From an optimization exercise on the open Yosys and OpenROAD flow, aimed at small area and a short achievable clock period; shortcuts taken in it are not production practice. The RTL was checked by simulation tests, not by an equivalence proof against the original design. Power is estimated from default activity; no workload was simulated.

== job 8564 ==
==> flow/design.v <==
module cic_add #(
    parameter W = 8
) (
    input  wire [W-1:0] a,
    input  wire [W-1:0] b,
    input  wire         ci,
    output wire [W-1:0] s,
    output wire         co
);
    assign {co, s} = a + b + ci;
endmodule
module cic_decimator (
    input   wire            clk         ,
    input   wire            rst         ,
    input   wire    [11:0]  din         ,
    input   wire            din_valid   ,
    output  wire    [36:0]  dout        ,
    output  wire            dout_valid
);
    localparam W  = 37;
    localparam N  = 5;
    localparam K  = 3;                        
    localparam D  = N + K;                    
    function integer LO(input integer k);
        LO = (k * W + K - 1) / K;
    endfunction
    function integer WD(input integer k);
        WD = LO(k + 1) - LO(k);
    endfunction
    reg  [11:0]  xr;
    reg  [3:0]   cnt;
    reg  [D-1:0] vd;                  
    reg  [D-1:0] rd;                  
    reg  [D-1:0] dd;                  
    always @(posedge clk) begin
        xr <= din;
        vd <= {vd[D-2:0], din_valid & ~rst};
        rd <= {rd[D-2:0], rst};
        if (rst) begin
            cnt <= 4'd0;
            dd  <= {D{1'b0}};
        end else begin
            if (din_valid) cnt <= cnt + 4'd1;
            dd  <= {dd[D-2:0], din_valid & (cnt == 4'd15)};
        end
    end
    wire [W-1:0] xs [0:K-1];
    assign xs[0] = {{(W-12){xr[11]}}, xr};
    genvar i, k;
    generate
        for (k = 1; k < K; k = k + 1) begin : XD
            reg [W-1:0] x;
            always @(posedge clk) x <= xs[k-1];
            assign xs[k] = x;
        end
    endgenerate
    wire [W-1:0] acc [0:N];
    assign acc[0] = 0;
    generate
        for (i = 1; i <= N; i = i + 1) begin : INT
            for (k = 0; k < K; k = k + 1) begin : S
                reg  [WD(k)-1:0] a;
                wire [WD(k)-1:0] src = (i == 1) ? xs[k][LO(k) +: WD(k)]
                                                : acc[i-1][LO(k) +: WD(k)];
                wire [WD(k)-1:0] b   = src & {WD(k){vd[i+k-1]}};
                wire [WD(k)-1:0] fb  = a & {WD(k){~rd[i+k-1]}};
                wire [WD(k)-1:0] s;
                wire             ci, co;
                if (k == 0) begin : C
                    assign ci = 1'b0;
                end else begin : C
                    reg c;
                    always @(posedge clk) c <= INT[i].S[k-1].co;
                    assign ci = c;
                end
                cic_add #(.W(WD(k))) u_add (.a(fb), .b(b), .ci(ci), .s(s), .co(co));
                always @(posedge clk) a <= s;
                assign acc[i][LO(k) +: WD(k)] = a;
            end
        end
    endgenerate
    reg  [2:0] ph;                    
    reg        pend, run;
    reg  [1:0] grp;                   
    reg  [K-1:1] act_d, byp_d, last_d;
    reg        vout;
    wire cap0  = dd[N];               
    wire go    = (cap0 | pend) & (ph == 3'd0);
    wire act0  = go | (run & (ph != 3'd0));
    wire byp0  = go & cap0;
    wire last0 = act0 & (ph == 3'd4);
    wire [K-1:0] act  = {act_d,  act0};
    wire [K-1:0] byp  = {byp_d,  byp0};
    wire [K-1:0] last = {last_d, last0};
    wire         mask = grp[1];
    always @(posedge clk) begin
        if (rst) begin
            ph     <= 3'd0;
            pend   <= 1'b0;
            run    <= 1'b0;
            grp    <= 2'd0;
            act_d  <= {(K-1){1'b0}};
            byp_d  <= {(K-1){1'b0}};
            last_d <= {(K-1){1'b0}};
            vout   <= 1'b0;
        end else begin
            ph     <= (ph == 3'd4) ? 3'd0 : ph + 3'd1;
            pend   <= (cap0 | pend) & ~go;
            run    <= act0 & ~last0;
            act_d  <= act[K-2:0];
            byp_d  <= byp[K-2:0];
            last_d <= last[K-2:0];
            vout   <= last[K-1];
            if (last[K-1] && !grp[1]) grp <= grp + 2'd1;
        end
    end
    generate
        for (k = 0; k < K; k = k + 1) begin : CB
            reg  [WD(k)-1:0]   cur;
            reg  [N*WD(k)-1:0] rn;            
            reg  [N*WD(k)-1:0] ro;            
            wire [WD(k)-1:0] rn0  = rn[WD(k)-1:0];
            wire [WD(k)-1:0] ro0  = ro[WD(k)-1:0];
            wire [WD(k)-1:0] d5   = acc[N][LO(k) +: WD(k)];
            wire [WD(k)-1:0] opnd = byp[k] ? d5 : cur;
            wire [WD(k)-1:0] old  = ro0 & {WD(k){mask}};
            wire [WD(k)-1:0] diff;
            wire             ci, co;
            if (k == 0) begin : C
                assign ci = 1'b1;
            end else begin : C
                reg c;
                always @(posedge clk) c <= CB[k-1].co;
                assign ci = c;
            end
            cic_add #(.W(WD(k))) u_sub (.a(opnd), .b(~old), .ci(ci), .s(diff), .co(co));
            always @(posedge clk) begin
                rn <= {act[k] ? opnd : rn0, rn[N*WD(k)-1:WD(k)]};
                ro <= {act[k] ? rn0  : ro0, ro[N*WD(k)-1:WD(k)]};
                if (act[k])
                    cur <= diff;
                else if (dd[N+k])
                    cur <= d5;
            end
            assign dout[LO(k) +: WD(k)] = cur;
        end
    endgenerate
    assign dout_valid = vout;
endmodule
clock: 13.0 ns
lec_check: 0
abc_clock_period_in_ps: 3000
cap_margin: 20
core_margin: 2
core_utilization: 40
slew_margin: 20
run.sh (not shown) runs the stock make flow with config.mk's settings and CLKGATE_MAP_FILE= SYNTH_SCRIPT=/design/flow/synth_recipe.tcl, a recipe that flattens the netlist after the stock synthesis.
Modified inputs, job 7850 compared to job 8564
==> flow/flow/run.sh (new file) <==
#!/bin/bash
# Standard synthesis and layout; only the port buffers use a faster cell
# than the one buffer_ports picks by default.
set -euo pipefail
bash standard.sh synth > synth.log 2>&1
bash standard.sh "BUFFER_PORTS_ARGS=-buffer_cell sky130_fd_sc_hd__buf_4" finish > layout.log 2>&1
==> flow/standard.sh (new file) <==
#!/bin/bash
# synth_recipe.tcl (not shown) runs the flow's synth.tcl, then flattens the netlist and writes it again
# the make line also repeats each setting of config.mk as NAME=value (left out here)
make -C /OpenROAD-flow-scripts/flow DESIGN_CONFIG=/design/flow/config.mk WORK_HOME=/design/flow/orfs CLKGATE_MAP_FILE= SYNTH_SCRIPT=/design/flow/synth_recipe.tcl "${@:-finish}"
diff --git a/flow/config.mk b/flow/config.mk
--- a/flow/config.mk
+++ b/flow/config.mk
@@ -8 +7,0 @@
-export ABC_CLOCK_PERIOD_IN_PS = 3000
@@ -11 +10,4 @@
-export CORE_UTILIZATION = 40
+export CORE_UTILIZATION = 60
+export CTS_BUF_LIST = sky130_fd_sc_hd__clkbuf_16
+export CTS_CLUSTER_DIAMETER = 100
+export CTS_CLUSTER_SIZE = 30
removed: flow/run.sh
Notes after the runs:
- Compared with job 8564, in job 7850 wire length of the first global-routing pass saw a decrease, internal power component -870 uW.
- Job 8564 and job 7850 ended up with nearly the same synthesized instance count.
- Run comparison: job 7850 start-to-end type of the worst setup path flip-flop to flip-flop; job 8564 start-to-end type of the worst setup path flip-flop to primary output
- Summary of the comparison: setup slack is higher in job 7850, relative to job 8564.
- Changes observed in job 7850 relative to job 8564: critical path depth has increased; tightest hold margin has increased.
- Final area (job 7850 over job 8564): decrease, 2200 um2
Input-level comparison between job 3067 and job 7850:
==> flow/run.sh (new file) <==
#!/bin/bash
# synth_recipe.tcl (not shown) runs the flow's synth.tcl, then flattens the netlist and writes it again
# the make line also repeats each setting of config.mk as NAME=value (left out here)
make -C /OpenROAD-flow-scripts/flow DESIGN_CONFIG=/design/flow/config.mk WORK_HOME=/design/flow/orfs CLKGATE_MAP_FILE= SYNTH_SCRIPT=/design/flow/synth_recipe.tcl finish
diff --git a/flow/config.mk b/flow/config.mk
--- a/flow/config.mk
+++ b/flow/config.mk
@@ -10,4 +10,3 @@
-export CORE_UTILIZATION = 60
-export CTS_BUF_LIST = sky130_fd_sc_hd__clkbuf_16
-export CTS_CLUSTER_DIAMETER = 100
-export CTS_CLUSTER_SIZE = 30
+export CORE_UTILIZATION = 40
+export CTS_BUF_LIST = sky130_fd_sc_hd__clkbuf_4
+export CTS_CLUSTER_SIZE = 20
removed: flow/flow/run.sh
removed: flow/standard.sh
## What came out
Timing-limited maximum frequency down about 10% in job 3067 wrt job 7850. Sort job 7850 and job 3067 by worst path required time desc -> top: job 7850. The final reports for job 3067 and job 7850 show worst-case vdd ir drop lower in the former. Going from job 7850 to job 3067, the routed wire length was found to have gone up by 6.3%. Job 3067 reports a higher clock distribution area overhead in the final layout than job 7850 does. Compared with job 7850, in job 3067 register fraction of the total cell area fell 2.8 points, routability congestion estimate fell about 1.1%, setup-violating endpoint count in the final report about even. Re share of power burned in the clock network: job 7850 was lower than job 3067.
Modified inputs, job 4166 compared to job 3067
diff --git a/flow/config.mk b/flow/config.mk
--- a/flow/config.mk
+++ b/flow/config.mk
@@ -10,3 +10,4 @@
-export CORE_UTILIZATION = 40
-export CTS_BUF_LIST = sky130_fd_sc_hd__clkbuf_4
-export CTS_CLUSTER_SIZE = 20
+export CORE_UTILIZATION = 60
+export CTS_BUF_LIST = sky130_fd_sc_hd__clkbuf_16
+export CTS_CLUSTER_DIAMETER = 100
+export CTS_CLUSTER_SIZE = 30
### Flow results
- The critical path's largest stage delay was comparable across job 3067 and job 4166.
- Job 4166 vs. job 3067: data arrival time at the worst-slack endpoint now smaller; fraction of area in multi-input gates now larger; core occupancy in the finished layout now larger; wire length on met3 now smaller.
- Where reg2reg setup slack is concerned, job 3067 is outperformed by job 4166.
- Of job 4166 and job 3067, it is job 4166 that has the lower placeable core area.
- Total routing usage reported by global routing: job 4166 higher than job 3067
- Job 3067 has a higher routability congestion estimate from global placement than job 4166.
> inputs changed (job 4166 -> job 336)
diff --git a/flow/config.mk b/flow/config.mk
--- a/flow/config.mk
+++ b/flow/config.mk
@@ -10,3 +10,2 @@
-export CORE_UTILIZATION = 60
-export CTS_BUF_LIST = sky130_fd_sc_hd__clkbuf_16
-export CTS_CLUSTER_DIAMETER = 100
+export CORE_UTILIZATION = 40
+export CTS_BUF_LIST = sky130_fd_sc_hd__clkbuf_8
### Flow results
Fraction of the mapped netlist area in adder cells came out exactly the same in job 336 and job 4166.
Note that the number of instances in the placed design recorded for job 336 amounts to 1.09 times the value seen in job 4166.
From job 4166 to job 336 the numbers moved as follows: worst-path maximum fanout stayed essentially flat, worst max-slew margin expressed relative to the limit fell by 3.3 points, non-filler instance count after layout rose by 14%, row count rose by 23%.
Compared job 336 vs job 4166, and estimated wirelength of the detail-placed design is up in job 336.
Compared to job 4166, job 336 has average wire per cell in the routed design 1.1 um lower.
Sum of internal, switching and leakage power: job 336 vs job 4166 up 25%
CTS buffer count in job 336 is about 330% higher than in job 4166

## afterwards: timing with drivers on the ports
Ports are ideal in the flow. The routed layouts listed here were re-timed in OpenROAD.
Step 1 sets driving cells, clkbuf_16 on the clock port and buf_2 on the other inputs (assumed; they add their load-dependent delay and slew).
Step 2 moves the port delays by t, midway between the first and last clock arrival at a register: inputs arrive t later, outputs are due t later. That takes back most of the time a late clock gives input paths.
Three values: ideal, step 1, step 2; two values: the first two.
| run | t, ns | setup WS [ns] | hold WS [ns] | latest minus earliest clock arrival (ns) |
|---|---|---|---|---|
| job 8564 | 0.661 | 8.728 / 8.670 / 8.911 | 0.308 / 0.308 / 0.308 | 0.026 / 0.026 |
| job 7850 | 0.647 | 8.845 / 8.845 / 8.845 | 0.326 / 0.326 / 0.326 | 0.026 / 0.026 |
| job 3067 | 1.007 | 8.399 / 8.340 / 8.877 | 0.285 / 0.285 / 0.285 | 0.068 / 0.068 |
| job 4166 | 0.645 | 8.725 / 8.669 / 8.857 | 0.327 / 0.327 / 0.327 | 0.024 / 0.024 |
| job 336 | 0.748 | 8.651 / 8.592 / 8.907 | 0.296 / 0.296 / 0.296 | 0.050 / 0.049 |
After both steps every run listed still meets setup and hold.
